This design comes from an exercise in tuning for small area on the open sky130 flow, not from production work.
Only simulation tests tie the RTL to the original design; equivalence was not proved.
No driver is modelled on the clock port, so clocking that relies on it looks cheaper here than on a real chip.
Power and IR drop assume default switching activity.

## lane 3
// fifo
module fifo (
	input [31:0] DI,
	input	RE,
	input	WE,
	input   clk,
	input	rst,
	output	[31:0] res,
	output	read_valid,
	output	r_err,
	output	w_err
);
	reg  [2:0]  rp, wp;
	reg         lastw;
	reg  [255:0] mem;	 
	reg  [31:0] res_r;
	reg         rv_r;
	wire eq    = (rp == wp);
	wire empty = eq & ~lastw;
	wire full  = eq & lastw;
	wire re_ok = RE & ~empty;
	wire we_ok = WE & (~full | RE);
	assign r_err = RE & empty;
	assign w_err = WE & full;
	assign read_valid = rv_r;
	assign res = res_r;
	always @(posedge clk) begin
		if (rst) begin
			rp <= 3'd0;
			wp <= 3'd0;
			lastw <= 1'b0;
			rv_r <= 1'b0;
		end else begin
			if (re_ok) rp <= rp + 3'd1;
			if (we_ok) wp <= wp + 3'd1;
			if (re_ok != we_ok) lastw <= we_ok;
			rv_r <= re_ok;
		end
	end
	wire [7:0] wen   = {8{we_ok}} & (8'd1 << wp);
	wire [7:0] wen_n = ~wen;
	wire [255:0] mem_nx;
	hold8 hold (.d(DI), .q(mem), .we(wen), .we_n(wen_n), .y(mem_nx));
	always @(posedge clk)
		mem <= mem_nx;
	wire [7:0] sel;
	dec3 rdec (.a(rp), .y(sel));
	wire [31:0] n0, n1, n2;
	ao222n g0 (.a(mem[31:0]), .b(mem[63:32]), .c(mem[95:64]), .sa(sel[0]), .sb(sel[1]), .sc(sel[2]), .y(n0));
	ao222n g1 (.a(mem[127:96]), .b(mem[159:128]), .c(mem[191:160]), .sa(sel[3]), .sb(sel[4]), .sc(sel[5]), .y(n1));
	ao22n  g2 (.a(mem[223:192]), .b(mem[255:224]), .sa(sel[6]), .sb(sel[7]), .y(n2));
	always @(posedge clk)
		res_r <= ~(n0 & n1 & n2);
endmodule
Size: about 740 cells after synthesis, about 300 flip-flops.
==> module fifo, before the edit <==
module fifo (
	input [31:0] DI,
	input	RE,
	input	WE,
	input   clk,
	input	rst,
	output	[31:0] res,
	output	read_valid,
	output	r_err,
	output	w_err
);
	reg  [2:0]  rp, wp;
	reg         lastw;
	reg  [255:0] mem;	 
	reg  [31:0] res_r;
	reg         rv_r;
	wire eq    = (rp == wp);
	wire empty = eq & ~lastw;
	wire full  = eq & lastw;
	wire re_ok = RE & ~empty;
	wire we_ok = WE & (~full | RE);
	assign r_err = RE & empty;
	assign w_err = WE & full;
	assign read_valid = rv_r;
	assign res = res_r;
	always @(posedge clk) begin
		if (rst) begin
			rp <= 3'd0;
			wp <= 3'd0;
			lastw <= 1'b0;
			rv_r <= 1'b0;
		end else begin
			if (re_ok) rp <= rp + 3'd1;
			if (we_ok) wp <= wp + 3'd1;
			if (re_ok != we_ok) lastw <= we_ok;
			rv_r <= re_ok;
		end
	end
	wire [7:0] wen   = {8{we_ok}} & (8'd1 << wp);
	wire [7:0] wen_n = ~wen;
	wire [255:0] mem_nx;
	hold8 hold (.d(DI), .q(mem), .we(wen), .we_n(wen_n), .y(mem_nx));
	always @(posedge clk)
		mem <= mem_nx;
	wire [7:0] sel;
	dec3 rdec (.a(rp), .y(sel));
	wire [31:0] n0, n1, n2;
	ao222n g0 (.a(mem[31:0]), .b(mem[63:32]), .c(mem[95:64]), .sa(sel[0]), .sb(sel[1]), .sc(sel[2]), .y(n0));
	ao222n g1 (.a(mem[127:96]), .b(mem[159:128]), .c(mem[191:160]), .sa(sel[3]), .sb(sel[4]), .sc(sel[5]), .y(n1));
	ao22n  g2 (.a(mem[223:192]), .b(mem[255:224]), .sa(sel[6]), .sb(sel[7]), .y(n2));
	always @(posedge clk)
		res_r <= ~(n0 & n1 & n2);
endmodule
==> module hold8, before the edit <==
module hold8 (
	input  [31:0]  d,
	input  [255:0] q,
	input  [7:0]   we,
	input  [7:0]   we_n,
	output [255:0] y
);
	genvar w;
	generate
		for (w = 0; w < 8; w = w + 1) begin : word
			assign y[32*w +: 32] = (d & {32{we[w]}}) | (q[32*w +: 32] & {32{we_n[w]}});
		end
	endgenerate
endmodule
==> flow/config.mk <==
export PLATFORM = sky130hd
export DESIGN_NAME = fifo
export DESIGN_NICKNAME = fifo
export VERILOG_FILES = /design/flow/design.v
export SDC_FILE = /design/flow/constraint.sdc
export NUM_CORES = 4
export LEC_CHECK = 0
export ABC_AREA = 0
export CAP_MARGIN = 0
export CORE_MARGIN = 2
export CORE_UTILIZATION = 70
export SLEW_MARGIN = 0
export SYNTH_HIERARCHICAL = 1
export SYNTH_MINIMUM_KEEP_SIZE = 0
==> flow/constraint.sdc <==
create_clock -name core_clock -period 5.0 [get_ports {clk}]
set_input_delay 1.0000 -clock core_clock [delete_from_list [all_inputs] [get_ports {clk}]]
set_output_delay 1.0000 -clock core_clock [all_outputs]
set_load 0.01 [all_outputs]
standard.sh (not shown) runs the stock make flow with config.mk's settings and CLKGATE_MAP_FILE= SYNTH_SCRIPT=/design/flow/synth_recipe.tcl, a recipe that flattens the netlist after the stock synthesis.
==> flow/flow/run.sh <==
#!/bin/bash
# Standard ORFS layout with these changes:
# - synthesis is the standard flow's, but ABC maps with an area-oriented script
#   (flow/area.abc) instead of ORFS's speed script;
# - the ports get the smallest buffer;
# - the clock tree uses small buffers and no dummy loads;
# - after CTS, cells are swapped for lower-drive ones of the same
#   function where slew, capacitance and timing stay within margins.
set -euo pipefail
export FLOW_SYNTH=$PWD/synth_recipe.tcl
export AREA_ABC_SCRIPT=$PWD/flow/area.abc
export BUFFER_PORTS_ARGS="-buffer_cell sky130_fd_sc_hd__buf_1"
export CTS_ARGS="-sink_clustering_enable -repair_clock_nets -dont_use_dummy_load -buf_list {sky130_fd_sc_hd__clkbuf_4} -sink_clustering_size 10 -sink_clustering_max_diameter 100"
SYN=SYNTH_SCRIPT=$PWD/flow/synth_abc.tcl
bash standard.sh $SYN cts > standard_cts.log 2>&1
R=orfs/results/sky130hd/fifo/base
DS_SLEW_FRAC=0.1 DS_ODB=$R/4_cts.odb DS_SDC=$R/4_cts.sdc openroad -no_init -exit flow/downsize.tcl > downsize.log 2>&1
bash standard.sh $SYN finish > standard.log 2>&1
Other scripts of this flow, unchanged in this note and not shown: flow/flow/area.abc, flow/flow/downsize.tcl, flow/flow/synth_abc.tcl
[inputs] lane 5 vs lane 3
--- a/flow/design.v
+++ b/flow/design.v
@@ -12,5 +12,5 @@
 	reg  [2:0]  rp, wp;
 	reg         lastw;
-	reg  [255:0] mem;	 
+	reg  [31:0] mem [0:7];
 	reg  [31:0] res_r;
 	reg         rv_r;
@@ -37,16 +37,12 @@
 		end
 	end
-	wire [7:0] wen   = {8{we_ok}} & (8'd1 << wp);
-	wire [7:0] wen_n = ~wen;
-	wire [255:0] mem_nx;
-	hold8 hold (.d(DI), .q(mem), .we(wen), .we_n(wen_n), .y(mem_nx));
 	always @(posedge clk)
-		mem <= mem_nx;
+		if (we_ok) mem[wp] <= DI;
 	wire [7:0] sel;
 	dec3 rdec (.a(rp), .y(sel));
 	wire [31:0] n0, n1, n2;
-	ao222n g0 (.a(mem[31:0]), .b(mem[63:32]), .c(mem[95:64]), .sa(sel[0]), .sb(sel[1]), .sc(sel[2]), .y(n0));
-	ao222n g1 (.a(mem[127:96]), .b(mem[159:128]), .c(mem[191:160]), .sa(sel[3]), .sb(sel[4]), .sc(sel[5]), .y(n1));
-	ao22n  g2 (.a(mem[223:192]), .b(mem[255:224]), .sa(sel[6]), .sb(sel[7]), .y(n2));
+	ao222n g0 (.a(mem[0]), .b(mem[1]), .c(mem[2]), .sa(sel[0]), .sb(sel[1]), .sc(sel[2]), .y(n0));
+	ao222n g1 (.a(mem[3]), .b(mem[4]), .c(mem[5]), .sa(sel[3]), .sb(sel[4]), .sc(sel[5]), .y(n1));
+	ao22n  g2 (.a(mem[6]), .b(mem[7]), .sa(sel[6]), .sb(sel[7]), .y(n2));
 	always @(posedge clk)
 		res_r <= ~(n0 & n1 & n2);
@@ -72,16 +68,2 @@
 	assign y = 8'd1 << a;
 endmodule
-module hold8 (
-	input  [31:0]  d,
-	input  [255:0] q,
-	input  [7:0]   we,
-	input  [7:0]   we_n,
-	output [255:0] y
-);
-	genvar w;
-	generate
-		for (w = 0; w < 8; w = w + 1) begin : word
-			assign y[32*w +: 32] = (d & {32{we[w]}}) | (q[32*w +: 32] & {32{we_n[w]}});
-		end
-	endgenerate
-endmodule
--- outcome ---
- Lane 5: no failed stages, no open violations at the end
- | final critical-path share of the clock period | higher: lane 3 |
- Taking lane 3 as the reference point, the power share of the combinational group of lane 5 falls by 9.2 points.
- Taking lane 5 as 1.0, lane 3 lands at 1.4 on sum of internal, switching and leakage power.
- Taking lane 3 as the reference point, the register-to-register setup slack of lane 5 rises by 0.82 ns.
- Post-synthesis average cell area went up by more than half going from lane 3 to lane 5.
- Re proportion of synthesized chip area in sequential cells: lane 5 is 24 points up on lane 3.
- Reported for lane 5 and lane 3, clock-buffer cell count turned out identical to the last digit.

[afterwards: timing with drivers on the ports]
In the flow no input, the clock included, has a driving cell. The finished layouts below were timed again as built, in two steps.
Step 1: set_driving_cell puts a clkbuf_16 on clk and a buf_2 on each other input, an assumption about the parent block.
Step 2 also shifts input and output timing later by t, the mid clock arrival at the registers, as if the neighbouring blocks saw the same clock.
Three values: ideal, step 1, step 2; two values: the first two.
| run | t (ns) | setup WS [ns] | latest minus earliest clock arrival (ns) | cell pins on the clock port's net |
|---|---|---|---|---|
| lane 3 | 1.062 | 1.006 / 1.006 / 0.685 | 0.132 / 0.132 | 1 |
| lane 5 | 1.020 | 1.817 / 1.782 / 1.456 | 0.197 / 0.197 | 1 |
After both steps setup and hold are still met in every run listed. The setup slack of lane 5, which loses most, moves by -0.035 ns with the drivers and by -0.361 ns with both steps.
